This design comes from an exercise in tuning for small area and a short achievable clock period on the open sky130 flow, not from production work. Function was checked by simulation only, so behaviour that the tests miss may differ from the original.

==> flow/design.v <==
module MPCA_top (
    input              clk,
    input      [127:0] packets,
    input       [11:0] channel_load,
    input        [8:0] channel_capacity,
    input       [63:0] KEY,
    output reg  [15:0] grant_channel
);
reg [127:0] packets_r;
reg  [11:0] channel_load_r;
reg   [8:0] channel_capacity_r;
reg  [63:0] KEY_r;
wire [15:0] grant_channel_w;
always @(posedge clk) begin
    packets_r          <= packets;
    channel_load_r     <= channel_load;
    channel_capacity_r <= channel_capacity;
    KEY_r              <= KEY;
    grant_channel      <= grant_channel_w;
end
MPCA u_mpca (
    .packets          (packets_r),
    .channel_load     (channel_load_r),
    .channel_capacity (channel_capacity_r),
    .KEY              (KEY_r),
    .grant_channel    (grant_channel_w)
);
endmodule

module MPCA(
    input [127:0] packets,
    input  [11:0] channel_load,
    input   [8:0] channel_capacity,
    input  [63:0] KEY,
    output reg [15:0] grant_channel
);
genvar r;
wire [3:0] ch_load [0:2];         
wire [2:0] ch_cap [0:2];          
reg [15:0] k [0:3];      
wire [15:0] packet_y [0:3], packet_x [0:3];
wire [15:0] de_packet_y[0:3], de_packet_x[0:3];
reg req_valid [0:7];
reg [1:0] qos [0:7];
reg [3:0] pkt_len [0:7];
reg [1:0] congestion [0:7];
reg [1:0] prefer_ch [0:7];
reg [2:0] src_hint [0:7];
reg mode [0:7];
wire signed [6:0] qos_signed [0:7];
wire signed [6:0] pkt_len_signed [0:7];
wire signed [6:0] congestion_signed [0:7];
wire signed [6:0] src_hint_signed [0:7];
reg signed [6:0] priority_score [0:7];    
wire [6:0] congestion_signed_m3 [0:7];
wire [2:0] rank_idx [0:7];      
reg [1:0] alloc_channel [0:7];       
wire [2:0] ch_cap_final [0:2];
reg [2:0] cap0_stages [0:8];     
reg [2:0] cap1_stages [0:8];
reg [2:0] cap2_stages [0:8];
reg [1:0] pivot_stages [0:8];    
reg [1:0] alloc_channel_tmp [0:7];
reg [2:0] current_cap [0:3];     
reg [1:0] current_pivot [0:7];
reg [1:0] current_search_ch1 [0:7], current_search_ch2 [0:7], current_search_ch3 [0:7];
reg [1:0] current_channel;     
wire [3:0] mask_score [0:7];     
reg [4:0] mask [0:7];       
reg [3:0] threshold [0:7];   
wire [2:0] div_3_result [0:2];  
reg failed [0:7];
reg [4:0] ch_load_new [0:2];         
wire [1:0] max_ch;   
reg have_rebalance_packet [0:8];
reg [2:0] rebalance_packet [0:8];     
assign ch_load[0] = channel_load[3:0];
assign ch_load[1] = channel_load[7:4];
assign ch_load[2] = channel_load[11:8];
assign ch_cap[0] = channel_capacity[2:0];
assign ch_cap[1] = channel_capacity[5:3];
assign ch_cap[2] = channel_capacity[8:6];
always @(*) begin
    k[0] = KEY[15:0];
    k[1] = ({k[0][6:0], k[0][15:7]} + KEY[31:16]) ^ 16'd0;
    k[2] = ({k[1][6:0], k[1][15:7]} + KEY[47:32]) ^ 16'd1;
    k[3] = ({k[2][6:0], k[2][15:7]} + KEY[63:48]) ^ 16'd2;
end
assign packet_x[0] = packets[15:0];
assign packet_y[0] = packets[31:16];
assign packet_x[1] = packets[47:32];
assign packet_y[1] = packets[63:48];
assign packet_x[2] = packets[79:64];
assign packet_y[2] = packets[95:80];
assign packet_x[3] = packets[111:96];
assign packet_y[3] = packets[127:112];
generate
    for (r = 0; r < 4; r = r + 1) begin : de_packet_xy_gen
        wire [15:0] tmp_x_0, tmp_x_1, tmp_x_2;
        wire [15:0] tmp_y_0, tmp_y_1, tmp_y_2;
        wire [15:0] pre_ROR_y_0, pre_ROR_y_1, pre_ROR_y_2, pre_ROR_y_3;
        wire [15:0] pre_ROL_x_0, pre_ROL_x_1, pre_ROL_x_2, pre_ROL_x_3;
        assign pre_ROR_y_0 = packet_y[r] ^ packet_x[r];         assign tmp_y_0 = {pre_ROR_y_0[1:0], pre_ROR_y_0[15:2]};
        assign pre_ROL_x_0 = (packet_x[r] ^ k[3]) - tmp_y_0;    assign tmp_x_0 = {pre_ROL_x_0[8:0], pre_ROL_x_0[15:9]};
        assign pre_ROR_y_1 = tmp_y_0 ^ tmp_x_0;                 assign tmp_y_1 = {pre_ROR_y_1[1:0], pre_ROR_y_1[15:2]};
        assign pre_ROL_x_1 = (tmp_x_0 ^ k[2]) - tmp_y_1;        assign tmp_x_1 = {pre_ROL_x_1[8:0], pre_ROL_x_1[15:9]};
        assign pre_ROR_y_2 = tmp_y_1 ^ tmp_x_1;                 assign tmp_y_2 = {pre_ROR_y_2[1:0], pre_ROR_y_2[15:2]};
        assign pre_ROL_x_2 = (tmp_x_1 ^ k[1]) - tmp_y_2;        assign tmp_x_2 = {pre_ROL_x_2[8:0], pre_ROL_x_2[15:9]};
        assign pre_ROR_y_3 = tmp_y_2 ^ tmp_x_2;                 assign de_packet_y[r] = {pre_ROR_y_3[1:0], pre_ROR_y_3[15:2]};
        assign pre_ROL_x_3 = (tmp_x_2 ^ k[0]) - de_packet_y[r]; assign de_packet_x[r] = {pre_ROL_x_3[8:0], pre_ROL_x_3[15:9]};
    end
endgenerate
always @(*) begin
    integer i;
    for (i = 0; i < 4; i = i + 1) begin
        req_valid[2*i]   = de_packet_x[i][15];
        req_valid[2*i+1] = de_packet_y[i][15];
    end
end
always @(*) begin
    integer i;
    for (i = 0; i < 4; i = i + 1) begin
        qos[2*i]   = de_packet_x[i][14:13];
        qos[2*i+1] = de_packet_y[i][14:13];
    end
end
always @(*) begin
    integer i;
    for (i = 0; i < 4; i = i + 1) begin
        pkt_len[2*i]   = de_packet_x[i][12:9];
        pkt_len[2*i+1] = de_packet_y[i][12:9];
    end
end
always @(*) begin
    integer i;
    for (i = 0; i < 4; i = i + 1) begin
        congestion[2*i]   = de_packet_x[i][8:7];
        congestion[2*i+1] = de_packet_y[i][8:7];
    end
end
always @(*) begin
    integer i;
    for (i = 0; i < 4; i = i + 1) begin
        prefer_ch[2*i]   = de_packet_x[i][6:5];
        prefer_ch[2*i+1] = de_packet_y[i][6:5];
    end
end
always @(*) begin
    integer i;
    for (i = 0; i < 4; i = i + 1) begin
        src_hint[2*i]   = de_packet_x[i][4:2];
        src_hint[2*i+1] = de_packet_y[i][4:2];
    end
end
always @(*) begin
    integer i;
    for (i = 0; i < 4; i = i + 1) begin
        mode[2*i]   = de_packet_x[i][1];
        mode[2*i+1] = de_packet_y[i][1];
    end
end
generate
    for (r = 0; r < 8; r = r + 1) begin : unsigned_structure
        assign qos_signed[r]        = mode[r] ? {{5{qos[r][1]}}       , qos[r]        }: {5'b0, qos[r]};
        assign pkt_len_signed[r]    = mode[r] ? {{3{pkt_len[r][3]}}   , pkt_len[r]    }: {3'b0, pkt_len[r]};
        assign congestion_signed[r] = mode[r] ? {{5{congestion[r][1]}}, congestion[r] }: {5'b0, congestion[r]};
        assign src_hint_signed[r]   = mode[r] ? {{4{src_hint[r][2]}}  , src_hint[r]   }: {4'b0, src_hint[r]};
    end
endgenerate
wire [55:0] congestion_signed_p, congestion_signed_m3_p;
generate
    for (r = 0; r < 8; r = r + 1) begin : m3_port_pack
        assign congestion_signed_p[7*r +: 7] = congestion_signed[r];
        assign congestion_signed_m3[r] = congestion_signed_m3_p[7*r +: 7];
    end
endgenerate
MUL_SIGNED_3_TABLE m3_1 (.operand_p(congestion_signed_p), .result_p(congestion_signed_m3_p));
always @(*) begin
    integer i;
    for (i = 0; i < 8; i = i + 1) begin
        priority_score[i] = (qos_signed[i] <<< 2) - (pkt_len_signed[i] <<< 1) - congestion_signed_m3[i] + src_hint_signed[i] + 7;
    end
end
wire [7:0] req_valid_p;
wire [55:0] priority_score_p;
wire [23:0] rank_idx_p;
generate
    for (r = 0; r < 8; r = r + 1) begin : sort_port_pack
        assign req_valid_p[r] = req_valid[r];
        assign priority_score_p[7*r +: 7] = priority_score[r];
        assign rank_idx[r] = rank_idx_p[3*r +: 3];
    end
endgenerate
SORT_OPTIMIZED s1 (.req_valid_p(req_valid_p), .priority_score_p(priority_score_p), .rank_idx_p(rank_idx_p));
function [1:0] add1_mod3;      
    input [1:0] operand;
    add1_mod3 = {operand[0], (~operand[1] & ~operand[0])};       
endfunction
function [1:0] add2_mod3;      
    input [1:0] operand;
    add2_mod3 = {(~operand[1] & ~operand[0]), operand[1]};       
endfunction
always @(*) begin
    integer i;
    cap0_stages[0] = ch_cap[0];
    cap1_stages[0] = ch_cap[1];
    cap2_stages[0] = ch_cap[2];
    pivot_stages[0] = 2'd3;  
    for (i = 0; i < 8; i = i + 1) alloc_channel_tmp[i] = 2'b11;
    for (i = 0; i < 8; i = i + 1) begin
        current_cap[0] = cap0_stages[i];
        current_cap[1] = cap1_stages[i];
        current_cap[2] = cap2_stages[i];
        current_cap[3] = 3'd0;
        current_pivot[i]      = 2'd0;
        current_search_ch1[i] = 2'd0;
        current_search_ch2[i] = 2'd0;
        current_search_ch3[i] = 2'd0;
        if (req_valid[rank_idx[i]]) begin
            if (current_cap[prefer_ch[rank_idx[i]]] > 0) begin
                current_channel   = prefer_ch[rank_idx[i]];
                pivot_stages[i+1] = pivot_stages[i];
            end
            else begin
                current_pivot[i] = (pivot_stages[i] == 2'd3) ? prefer_ch[rank_idx[i]] : pivot_stages[i];
                current_search_ch1[i] = current_pivot[i];
                current_search_ch2[i] = add1_mod3(current_pivot[i]);
                current_search_ch3[i] = add2_mod3(current_pivot[i]);
                if      (current_cap[current_search_ch1[i]] > 0) current_channel = current_search_ch1[i];
                else if (current_cap[current_search_ch2[i]] > 0) current_channel = current_search_ch2[i];
                else if (current_cap[current_search_ch3[i]] > 0) current_channel = current_search_ch3[i];
                else                                             current_channel = 2'd3;
                if (current_cap[current_search_ch1[i]] > 0 || current_cap[current_search_ch2[i]] > 0 || current_cap[current_search_ch3[i]] > 0)
                     pivot_stages[i+1] = add1_mod3(current_pivot[i]);    
                else pivot_stages[i+1] = add2_mod3(current_pivot[i]);    
            end
        end
        else begin
            current_channel   = 2'b11;
            pivot_stages[i+1] = pivot_stages[i];
        end
        alloc_channel_tmp[rank_idx[i]] = current_channel;
        case(current_channel)
            2'd0:    begin cap0_stages[i+1] = current_cap[0] - 1; cap1_stages[i+1] = current_cap[1]    ; cap2_stages[i+1] = current_cap[2]    ; end
            2'd1:    begin cap0_stages[i+1] = current_cap[0]    ; cap1_stages[i+1] = current_cap[1] - 1; cap2_stages[i+1] = current_cap[2]    ; end
            2'd2:    begin cap0_stages[i+1] = current_cap[0]    ; cap1_stages[i+1] = current_cap[1]    ; cap2_stages[i+1] = current_cap[2] - 1; end
            default: begin cap0_stages[i+1] = current_cap[0]    ; cap1_stages[i+1] = current_cap[1]    ; cap2_stages[i+1] = current_cap[2]    ; end      
        endcase
    end
end
assign ch_cap_final[0] = cap0_stages[8];
assign ch_cap_final[1] = cap1_stages[8];
assign ch_cap_final[2] = cap2_stages[8];
always @(*) begin
    integer i;
    for (i = 0; i < 8; i = i + 1) begin
        mask[i] = ({priority_score[i][2:1], 1'b0} + prefer_ch[i]) + ((src_hint[i] ^ 3'd3) + ch_load[alloc_channel_tmp[i]]);
    end
end
wire [39:0] mask_p;
wire [31:0] mask_score_p;
generate
    for (r = 0; r < 8; r = r + 1) begin : m10_port_pack
        assign mask_p[5*r +: 5] = mask[r];
        assign mask_score[r] = mask_score_p[4*r +: 4];
    end
endgenerate
MOD_10_TABLE m10_1 (.operand_p(mask_p), .result_p(mask_score_p));
wire [8:0] div_3_result_p;
generate
    for (r = 0; r < 3; r = r + 1) begin : d3_port_pack
        assign div_3_result[r] = div_3_result_p[3*r +: 3];
    end
endgenerate
DIV_3_TABLE d3_1 (.operand_p(channel_load), .result_p(div_3_result_p));
always @(*) begin
    integer i;
    for (i = 0; i < 8; i = i + 1) begin
        threshold[i] = div_3_result[alloc_channel_tmp[i]] + 4'd7;
    end
end
always @(*) begin
    integer i;
    for (i = 0; i < 8; i = i + 1) begin
        failed[i] = (mask_score[i] >= threshold[i]) ? 1'b1 : 1'b0;
    end
end
always @(*) begin
    integer i;
    for (i = 0; i < 3; i = i + 1) begin      
        ch_load_new[i] = ch_load[i] +
                         (alloc_channel_tmp[0] == i) +
                         (alloc_channel_tmp[1] == i) +
                         (alloc_channel_tmp[2] == i) +
                         (alloc_channel_tmp[3] == i) +
                         (alloc_channel_tmp[4] == i) +
                         (alloc_channel_tmp[5] == i) +
                         (alloc_channel_tmp[6] == i) +
                         (alloc_channel_tmp[7] == i);
    end
end
wire tmp_ch;     
assign tmp_ch = ch_load_new[1] > ch_load_new[0];
assign max_ch = (ch_load_new[2] > ch_load_new[tmp_ch]) ? 2'd2 : tmp_ch;
always @(*) begin
    integer i;
    have_rebalance_packet[0] = 1'b0;
    rebalance_packet[0] = 3'd0;
    for (i = 0; i < 8; i = i + 1) begin
        if (~have_rebalance_packet[i] && ~failed[rank_idx[7-i]] && alloc_channel_tmp[rank_idx[7-i]] == max_ch) begin
            have_rebalance_packet[i+1] = 1'b1;
            rebalance_packet[i+1]      = rank_idx[7-i];
        end
        else begin
            have_rebalance_packet[i+1] = have_rebalance_packet[i];
            rebalance_packet[i+1]      = rebalance_packet[i];
        end
    end
end
wire [1:0] max_add1_ch, max_add2_ch;
assign max_add1_ch = add1_mod3(max_ch);
assign max_add2_ch = add2_mod3(max_ch);
always @(*) begin
    integer i;
    for (i = 0; i < 8; i = i + 1) alloc_channel[i] = alloc_channel_tmp[i];
    if (have_rebalance_packet[8] && ~(ch_load_new[0] == ch_load_new[1] && ch_load_new[1] == ch_load_new[2])) begin
        if      (ch_cap_final[max_add1_ch] > 0 && ch_load_new[max_add1_ch] < 15) alloc_channel[rebalance_packet[8]] = max_add1_ch;
        else if (ch_cap_final[max_add2_ch] > 0 && ch_load_new[max_add2_ch] < 15) alloc_channel[rebalance_packet[8]] = max_add2_ch;
        else                                                                     alloc_channel[rebalance_packet[8]] = 2'd3;
    end
end
always @(*) begin
    grant_channel = {alloc_channel[7], alloc_channel[6], alloc_channel[5], alloc_channel[4],
                     alloc_channel[3], alloc_channel[2], alloc_channel[1], alloc_channel[0]};
end
endmodule
module SORT_OPTIMIZED(
    input [7:0] req_valid_p,
    input [55:0] priority_score_p,
    output [23:0] rank_idx_p
);
wire req_valid [0:7];
wire signed [6:0] priority_score [0:7];
wire [2:0] rank_idx [0:7];
genvar gp;
generate
    for (gp = 0; gp < 8; gp = gp + 1) begin : port_unpack
        assign req_valid[gp] = req_valid_p[gp];
        assign priority_score[gp] = priority_score_p[7*gp +: 7];
        assign rank_idx_p[3*gp +: 3] = rank_idx[gp];
    end
endgenerate
reg [10:0] layer0_0, layer0_1, layer0_2, layer0_3, layer0_4, layer0_5, layer0_6, layer0_7;
reg [10:0] layer1_0, layer1_1, layer1_2, layer1_3, layer1_4, layer1_5, layer1_6, layer1_7;
reg [10:0] layer2_0, layer2_1, layer2_2, layer2_3, layer2_4, layer2_5, layer2_6, layer2_7;
reg [10:0]                     layer3_2, layer3_3, layer3_4, layer3_5                    ;
reg [10:0]           layer4_1,           layer4_3, layer4_4,           layer4_6          ;
reg [10:0]           layer5_1, layer5_2, layer5_3, layer5_4, layer5_5, layer5_6          ;
wire [10:0] input_pack [0:7];
assign input_pack[0] = {req_valid[0], priority_score[0], 3'd0};
assign input_pack[1] = {req_valid[1], priority_score[1], 3'd1};
assign input_pack[2] = {req_valid[2], priority_score[2], 3'd2};
assign input_pack[3] = {req_valid[3], priority_score[3], 3'd3};
assign input_pack[4] = {req_valid[4], priority_score[4], 3'd4};
assign input_pack[5] = {req_valid[5], priority_score[5], 3'd5};
assign input_pack[6] = {req_valid[6], priority_score[6], 3'd6};
assign input_pack[7] = {req_valid[7], priority_score[7], 3'd7};
function should_swap_packed;
    input [10:0] pack_a, pack_b;
    reg req_a, req_b;
    reg signed [6:0] score_a, score_b;
    reg [2:0] idx_a, idx_b;
    begin        
        req_a = pack_a[10];
        req_b = pack_b[10];
        score_a = pack_a[9:3];
        score_b = pack_b[9:3];
        idx_a = pack_a[2:0];
        idx_b = pack_b[2:0];
        if (req_b && (~req_a || 
                     (score_a < score_b) || 
                     (score_a == score_b && idx_a > idx_b))) should_swap_packed = 1;
        else should_swap_packed = 0;
    end
endfunction
always @(*) begin
    if (should_swap_packed(input_pack[0], input_pack[2])) begin
        layer0_0 = input_pack[2];
        layer0_2 = input_pack[0];
    end
    else begin
        layer0_0 = input_pack[0];
        layer0_2 = input_pack[2];
    end
    if (should_swap_packed(input_pack[1], input_pack[3])) begin
        layer0_1 = input_pack[3];
        layer0_3 = input_pack[1];
    end
    else begin
        layer0_1 = input_pack[1];
        layer0_3 = input_pack[3];
    end
    if (should_swap_packed(input_pack[4], input_pack[6])) begin
        layer0_4 = input_pack[6];
        layer0_6 = input_pack[4];
    end
    else begin
        layer0_4 = input_pack[4];
        layer0_6 = input_pack[6];
    end
    if (should_swap_packed(input_pack[5], input_pack[7])) begin
        layer0_5 = input_pack[7];
        layer0_7 = input_pack[5];
    end
    else begin
        layer0_5 = input_pack[5];
        layer0_7 = input_pack[7];
    end
    if (should_swap_packed(layer0_0, layer0_4)) begin
        layer1_0 = layer0_4;
        layer1_4 = layer0_0;
    end
    else begin
        layer1_0 = layer0_0;
        layer1_4 = layer0_4;
    end
    if (should_swap_packed(layer0_1, layer0_5)) begin
        layer1_1 = layer0_5;
        layer1_5 = layer0_1;
    end
    else begin
        layer1_1 = layer0_1;
        layer1_5 = layer0_5;
    end
    if (should_swap_packed(layer0_2, layer0_6)) begin
        layer1_2 = layer0_6;
        layer1_6 = layer0_2;
    end
    else begin
        layer1_2 = layer0_2;
        layer1_6 = layer0_6;
    end
    if (should_swap_packed(layer0_3, layer0_7)) begin
        layer1_3 = layer0_7;
        layer1_7 = layer0_3;
    end
    else begin
        layer1_3 = layer0_3;
        layer1_7 = layer0_7;
    end
    if (should_swap_packed(layer1_0, layer1_1)) begin
        layer2_0 = layer1_1;
        layer2_1 = layer1_0;
    end
    else begin
        layer2_0 = layer1_0;
        layer2_1 = layer1_1;
    end
    if (should_swap_packed(layer1_2, layer1_3)) begin
        layer2_2 = layer1_3;
        layer2_3 = layer1_2;
    end
    else begin
        layer2_2 = layer1_2;
        layer2_3 = layer1_3;
    end
    if (should_swap_packed(layer1_4, layer1_5)) begin
        layer2_4 = layer1_5;
        layer2_5 = layer1_4;
    end
    else begin
        layer2_4 = layer1_4;
        layer2_5 = layer1_5;
    end
    if (should_swap_packed(layer1_6, layer1_7)) begin
        layer2_6 = layer1_7;
        layer2_7 = layer1_6;
    end
    else begin
        layer2_6 = layer1_6;
        layer2_7 = layer1_7;
    end
    if (should_swap_packed(layer2_2, layer2_4)) begin
        layer3_2 = layer2_4;
        layer3_4 = layer2_2;
    end
    else begin
        layer3_2 = layer2_2;
        layer3_4 = layer2_4;
    end
    if (should_swap_packed(layer2_3, layer2_5)) begin
        layer3_3 = layer2_5;
        layer3_5 = layer2_3;
    end
    else begin
        layer3_3 = layer2_3;
        layer3_5 = layer2_5;
    end
    if (should_swap_packed(layer2_1, layer3_4)) begin
        layer4_1 = layer3_4;
        layer4_4 = layer2_1;
    end
    else begin
        layer4_1 = layer2_1;
        layer4_4 = layer3_4;
    end
    if (should_swap_packed(layer3_3, layer2_6)) begin
        layer4_3 = layer2_6;
        layer4_6 = layer3_3;
    end
    else begin
        layer4_3 = layer3_3;
        layer4_6 = layer2_6;
    end
    if (should_swap_packed(layer4_1, layer3_2)) begin
        layer5_1 = layer3_2;
        layer5_2 = layer4_1;
    end
    else begin
        layer5_1 = layer4_1;
        layer5_2 = layer3_2;
    end
    if (should_swap_packed(layer4_3, layer4_4)) begin
        layer5_3 = layer4_4;
        layer5_4 = layer4_3;
    end
    else begin
        layer5_3 = layer4_3;
        layer5_4 = layer4_4;
    end
    if (should_swap_packed(layer3_5, layer4_6)) begin
        layer5_5 = layer4_6;
        layer5_6 = layer3_5;
    end
    else begin
        layer5_5 = layer3_5;
        layer5_6 = layer4_6;
    end
end
assign rank_idx[0] = layer2_0[2:0];      
assign rank_idx[1] = layer5_1[2:0];
assign rank_idx[2] = layer5_2[2:0];
assign rank_idx[3] = layer5_3[2:0];
assign rank_idx[4] = layer5_4[2:0];
assign rank_idx[5] = layer5_5[2:0];
assign rank_idx[6] = layer5_6[2:0];
assign rank_idx[7] = layer2_7[2:0];      
endmodule
module MUL_SIGNED_3_TABLE(
    input [55:0] operand_p,        
    output [55:0] result_p     
);
wire signed [6:0] operand [0:7];
reg [6:0] result [0:7];
genvar r;
generate
    for (r = 0; r < 8; r = r + 1) begin : port_unpack
        assign operand[r] = operand_p[7*r +: 7];
        assign result_p[7*r +: 7] = result[r];
    end
endgenerate
generate
    for (r = 0; r < 8; r = r + 1) begin : MUL_SIGNED_3_TABLE_gen
        always @(*) begin
            case (operand[r])
                -2: result[r] = 7'b1111010;
                -1: result[r] = 7'b1111101;
                0:  result[r] = 7'b0000000;
                1:  result[r] = 7'b0000011;
                2:  result[r] = 7'b0000110;
                3:  result[r] = 7'b0001001;
                default: result[r] = 7'b1111111;
            endcase
        end
    end
endgenerate
endmodule
module MOD_10_TABLE(
    input [39:0] operand_p,       
    output [31:0] result_p    
);
wire [4:0] operand [0:7];
reg [3:0] result [0:7];
genvar r;
generate
    for (r = 0; r < 8; r = r + 1) begin : port_unpack
        assign operand[r] = operand_p[5*r +: 5];
        assign result_p[4*r +: 4] = result[r];
    end
endgenerate
generate
    for (r = 0; r < 8; r = r + 1) begin : MOD_10_TABLE_gen
        always @(*) begin
            case (operand[r])
                0, 10, 20, 30: result[r] = 4'd0;
                1, 11, 21    : result[r] = 4'd1;
                2, 12, 22    : result[r] = 4'd2;
                3, 13, 23    : result[r] = 4'd3;
                4, 14, 24    : result[r] = 4'd4;
                5, 15, 25    : result[r] = 4'd5;
                6, 16, 26    : result[r] = 4'd6;
                7, 17, 27    : result[r] = 4'd7;
                8, 18, 28    : result[r] = 4'd8;
                9, 19, 29    : result[r] = 4'd9;
                default: result[r] = 4'b1111;
            endcase
        end
    end
endgenerate
endmodule
module DIV_3_TABLE(
	input [11:0] operand_p,       
	output [8:0] result_p    
);
wire [3:0] operand [0:2];
reg [2:0] result [0:2];
genvar r;
generate
    for (r = 0; r < 3; r = r + 1) begin : port_unpack
        assign operand[r] = operand_p[4*r +: 4];
        assign result_p[3*r +: 3] = result[r];
    end
endgenerate
generate
    for (r = 0; r < 3; r = r + 1) begin
        always @(*) begin
            case(operand[r])
                0, 1, 2:    result[r] = 3'd0;
                3, 4, 5:    result[r] = 3'd1;
                6, 7, 8:    result[r] = 3'd2;
                9, 10, 11:  result[r] = 3'd3;
                12, 13, 14: result[r] = 3'd4;
                15:         result[r] = 3'd5;
                default: result[r] = 3'b111;
            endcase
        end
    end
endgenerate
endmodule
==> flow/run.sh <==
#!/bin/bash
# synth_recipe.tcl (not shown) runs the flow's synth.tcl, then flattens the netlist and writes it again
# the make line also repeats each setting of config.mk as NAME=value (left out here)
make -C /OpenROAD-flow-scripts/flow DESIGN_CONFIG=/design/flow/config.mk WORK_HOME=/design/flow/orfs CLKGATE_MAP_FILE= SYNTH_SCRIPT=/design/flow/synth_recipe.tcl finish
==> flow/config.mk <==
export PLATFORM = sky130hd
export DESIGN_NAME = MPCA_top
export DESIGN_NICKNAME = MPCA_top
export VERILOG_FILES = /design/flow/design.v
export SDC_FILE = /design/flow/constraint.sdc
export NUM_CORES = 4
export LEC_CHECK = 0
export CAP_MARGIN = 20
export CORE_MARGIN = 2
export CORE_UTILIZATION = 40
export SLEW_MARGIN = 20
==> flow/constraint.sdc <==
create_clock -name core_clock -period 55.0 [get_ports {clk}]
set_input_delay 11.0000 -clock core_clock [delete_from_list [all_inputs] [get_ports {clk}]]
set_output_delay 11.0000 -clock core_clock [all_outputs]
set_load 0.01 [all_outputs]
==> run summary <==
[worst max-delay path by stage]
stage                                 to  depth (start not counted)
6_report       grant_channel[13]$_DFF_P_                        233
3_5_place_dp    grant_channel[1]$_DFF_P_                        231
5_1_grt        grant_channel[14]$_DFF_P_                        243
3_3_place_gp    grant_channel[1]$_DFF_P_                        230
2_1_floorplan  grant_channel[13]$_DFF_P_                        252
4_1_cts         grant_channel[1]$_DFF_P_                        231
[stage by stage]
stage | utilization | instances
finish | 0.450 | 8316
global route | 0.450 | 8316
CTS | 0.446 | 8297
detailed placement | 0.440 | 8251
global placement | 0.440 | 8251
floorplan | - | 6414
[logic make-up after synthesis]
group / after synthesis / share of synthesized area
buffers and inverters: 759 / 0.0582
and+or+nand+nor: 1544 / 0.147
muxes: 228 / 0.0503
AOI/OAI and AO/OA: 1820 / 0.243
xor gates and xnor gates: 959 / 0.171
DFF: 238 / 0.0945
adders and majority gates: 866 / 0.236
[cell type report]
class | instances | area (um^2) | area share
Multi-Input combinational cell | 5418 | 43100 | 0.764
Inverter | 579 | 2180 | 0.0387
Clock inverter | 11 | 93.8 | 0.00167
Sequential cell | 238 | 4760 | 0.0846
Tap cell | 1650 | 2060 | 0.0366
Clock buffer | 35 | 713 | 0.0127
Timing Repair Buffer | 385 | 3460 | 0.0615
[flip-flops by register name, indices dropped and copies added (netlist names)]
| register | flops |
|---|---|
| u_mpca.div_3_result | 9 |
| channel_capacity_r | 9 |
| channel_load_r | 12 |
| packets_r | 128 |
| grant_channel | 16 |
| KEY_r | 64 |
[what timing repair did]
item,in CTS,in global routing
resized for setup,0,65
setup endpoints to repair,0,16
setup buffers,0,18
[synth_stat cells (all sizes together), types with 85 or more instances]
library cell    n  share of area
nor3           89         0.0093
nor2b          95          0.012
o21a           85          0.013
mux2i         167          0.034
inv           575          0.043
ha            710           0.18
clkbuf        117         0.0088
dfxtp         238          0.095
a21oi         473          0.047
xnor2         568          0.099
nor2          469          0.035
a21o          168          0.025
xor2          377          0.066
fa            146          0.058
o21ai         392          0.039
nand3         119          0.012
nand2         425          0.032
[metal layers]
layer,part of all wire,GRT usage,up-vias,routed length [um]
met5,0,0,-,0
met3,0.063,0.0305,443,12200
met1,0.42,0.364,23000,80800
li1,-,-,23200,-
met4,0.064,0.154,0,12500
met2,0.46,0.490,2037,88800
[worst reg2reg max path, delay by kind of cell, from the launching register on]
family	cells	cell delay [ns]
AO/OA/AOI/OAI	105	20.84
AND/OR/NAND/NOR	59	11.13
adder cells (fa/ha/maj)	28	9.79
XOR/XNOR	13	3.72
multiplexers	10	3.08
buffers and inverters	18	2.44
flip-flops	1	0.41
==> Implementation_results.wiki <==
{| class="wikitable"
! Metric !! Value
|-
| Number of enable-type register cells in the synthesized netlist || 0
|-
| Design area || between 0.05 and 0.06 mm^2
|-
| Wire length of the first global-routing pass || 291000 um
|-
| Final setup violation count || 0
|-
| Setup WS post-layout || about 3.5 ns
|-
| # diodes || 0
|-
| Fraction of the yosys area taken by sequential cells || 0.0945
|-
| Number of standard-cell rows in the floorplan || 130
|-
| Outcome || timing/DRC/antenna clean
|-
| Layout Skew || 0.0433 ns
|-
| Final Cycle Share || 0.936
|-
| Area growth from synthesis to final layout || 11.8%
|-
| Maximum fanout along the worst path || 25
|-
| Antenna-violating nets left || 0
|-
| Via count of the first global-routing pass || 47100
|-
| Top delay family on crit path || compound AO/OA/AOI/OAI gates
|-
| Actual transition at the worst max-transition pin || 1.23 ns
|-
| Worst-Skew Late Latency || 0.63 ns
|-
| Die height || 359 um
|-
| Ys flop type || dfxtp_1
|-
| Min-delay worst type || register to register
|-
| Startpoint of the worst setup timing path || KEY_r[7]$_DFF_P_
|-
| Commonest non-fill, non-tap cells in the layout || ha_1, inv_1, xnor2_1
|-
| Classification of the worst setup path || register to register
|-
| Cell at the slowest stage of the critical path || o21ai_0
|-
| Number of cells traversed by the worst hold path || 6
|-
| Initial core utilization || 0.402
|-
| Total grt overflow || 0
|-
| Antenna violations before repair || 1
|-
| Worst reg-to-reg setup slack || 3.51 ns
|-
| Buf/Inv on CP || 18
|-
| TritonRoute pass-1 iters || 7
|-
| Mean post-synth cell area || 7.86 um^2
|-
| Final max-slew violation count || 0
|-
| Worst Setup Slack post-DPL || 1.57 ns
|-
| Post-route minimum period || slightly above 50 ns
|-
| Number of clock buffers inserted by TritonCTS || 25
|-
| Violation count after the first detailed-route iteration || 4473
|-
| Clock tree from TritonCTS || yes
|-
| Global-route usage over all layers || 0.290
|-
| R2r endpoint || grant_channel[13]$_DFF_P_
|-
| Floorplan Core Area || approximately 0.13 mm^2
|-
| Detailed-route wire length per cell || 23.4 um
|-
| Avg Vias per Cell || 5.86
|-
| I/O pin total || 230
|-
| Final hold vios || 0
|-
| Largest net degree at the start of global routing || 27
|-
| Top achievable clock speed || 19.4 MHz
|-
| Net count, final || approximately 7700
|-
| Post-Synthesis Net Count || 7484
|-
| Category of the worst setup path launch point || register
|-
| Post-Syn Area || 0.0504 mm^2
|-
| Total of max-cap violations || 0
|-
| FF-to-FF path depth || ~230
|-
| Critical path required time || 55.56 ns
|-
| Post-synthesis cell count || roughly 6400
|-
| Arrival time at the worst endpoint || 52.05 ns
|-
| Clk Tree Root Cell || clkbuf_16
|-
| Destination of the worst hold path || grant_channel[0]$_DFF_P_
|-
| Die Area || between 0.1 and 0.15 mm^2
|-
| Count of input and output buffers || ~230
|-
| Number of register bits inferred by synthesis || 238
|-
| Gpl congestion || 1.02
|-
| Placed standard-cell area || 0.0551 mm^2
|-
| Most used cell, CP || o21ai_0
|-
| Die extent in x || around 360 um
|-
| Worst max-slew margin expressed relative to the limit || 0.175
|-
| Number of H-tree levels || 1
|-
| Quantity of hold-fixing buffers added after cts || 0
|-
| Synthesis Warnings || 35
|-
| Total clock sinks || 238
|-
| Clock-pin slew on the worst setup and hold paths || 0.09 ns
|-
| Setup TNS || 0 ns
|-
| Max Buffers Root-to-Sink || 3
|-
| Capturing element type of the critical path || register
|-
| Total length of routed wires || 194000 um
|-
| Via total after detailed routing || 48700
|-
| Critical path's largest stage delay || around 0.74 ns
|-
| DR DRC count || 0
|-
| Beginning of the worst register-to-register path || KEY_r[7]$_DFF_P_
|-
| Number of inserted filler cells in the final layout || about 13000
|-
| Fraction of final layout cells sized beyond drive strength 1 || 0.0684
|-
| Async set-reset flop share out of synthesis || 0
|-
| Number of distinct library cells after synthesis || about 140
|-
| Most common library cell in the layout ignoring fill and taps || ha_1
|-
| Worst Min Path Start || channel_load_r[3]$_DFF_P_
|-
| HPWL after DPL || around 170000 um
|-
| Worst Hold Slack || between 1.5 and 2 ns
|}

==> static timing again, ports no longer ideal <==
In the flow no input, the clock included, has a driving cell. The finished layout below was timed again as built, in two steps. Step 1 assumes that a clkbuf_16 drives the clock port and a buf_2 every other input. Step 2 also shifts input and output timing later by t, the mid clock arrival at the registers, as if the neighbouring blocks saw the same clock. a / b / c = no drivers / after step 1 / after step 2; a / b = the first two.
shift t [ns]: 0.701
slack for setup (ns): 3.510 / 3.510 / 3.510
latest minus earliest clock arrival (ns): 0.067 / 0.066
After both steps setup and hold are still met in this run. The setup slack of this run moves by 0.000 ns with the drivers and by 0.000 ns with both steps.
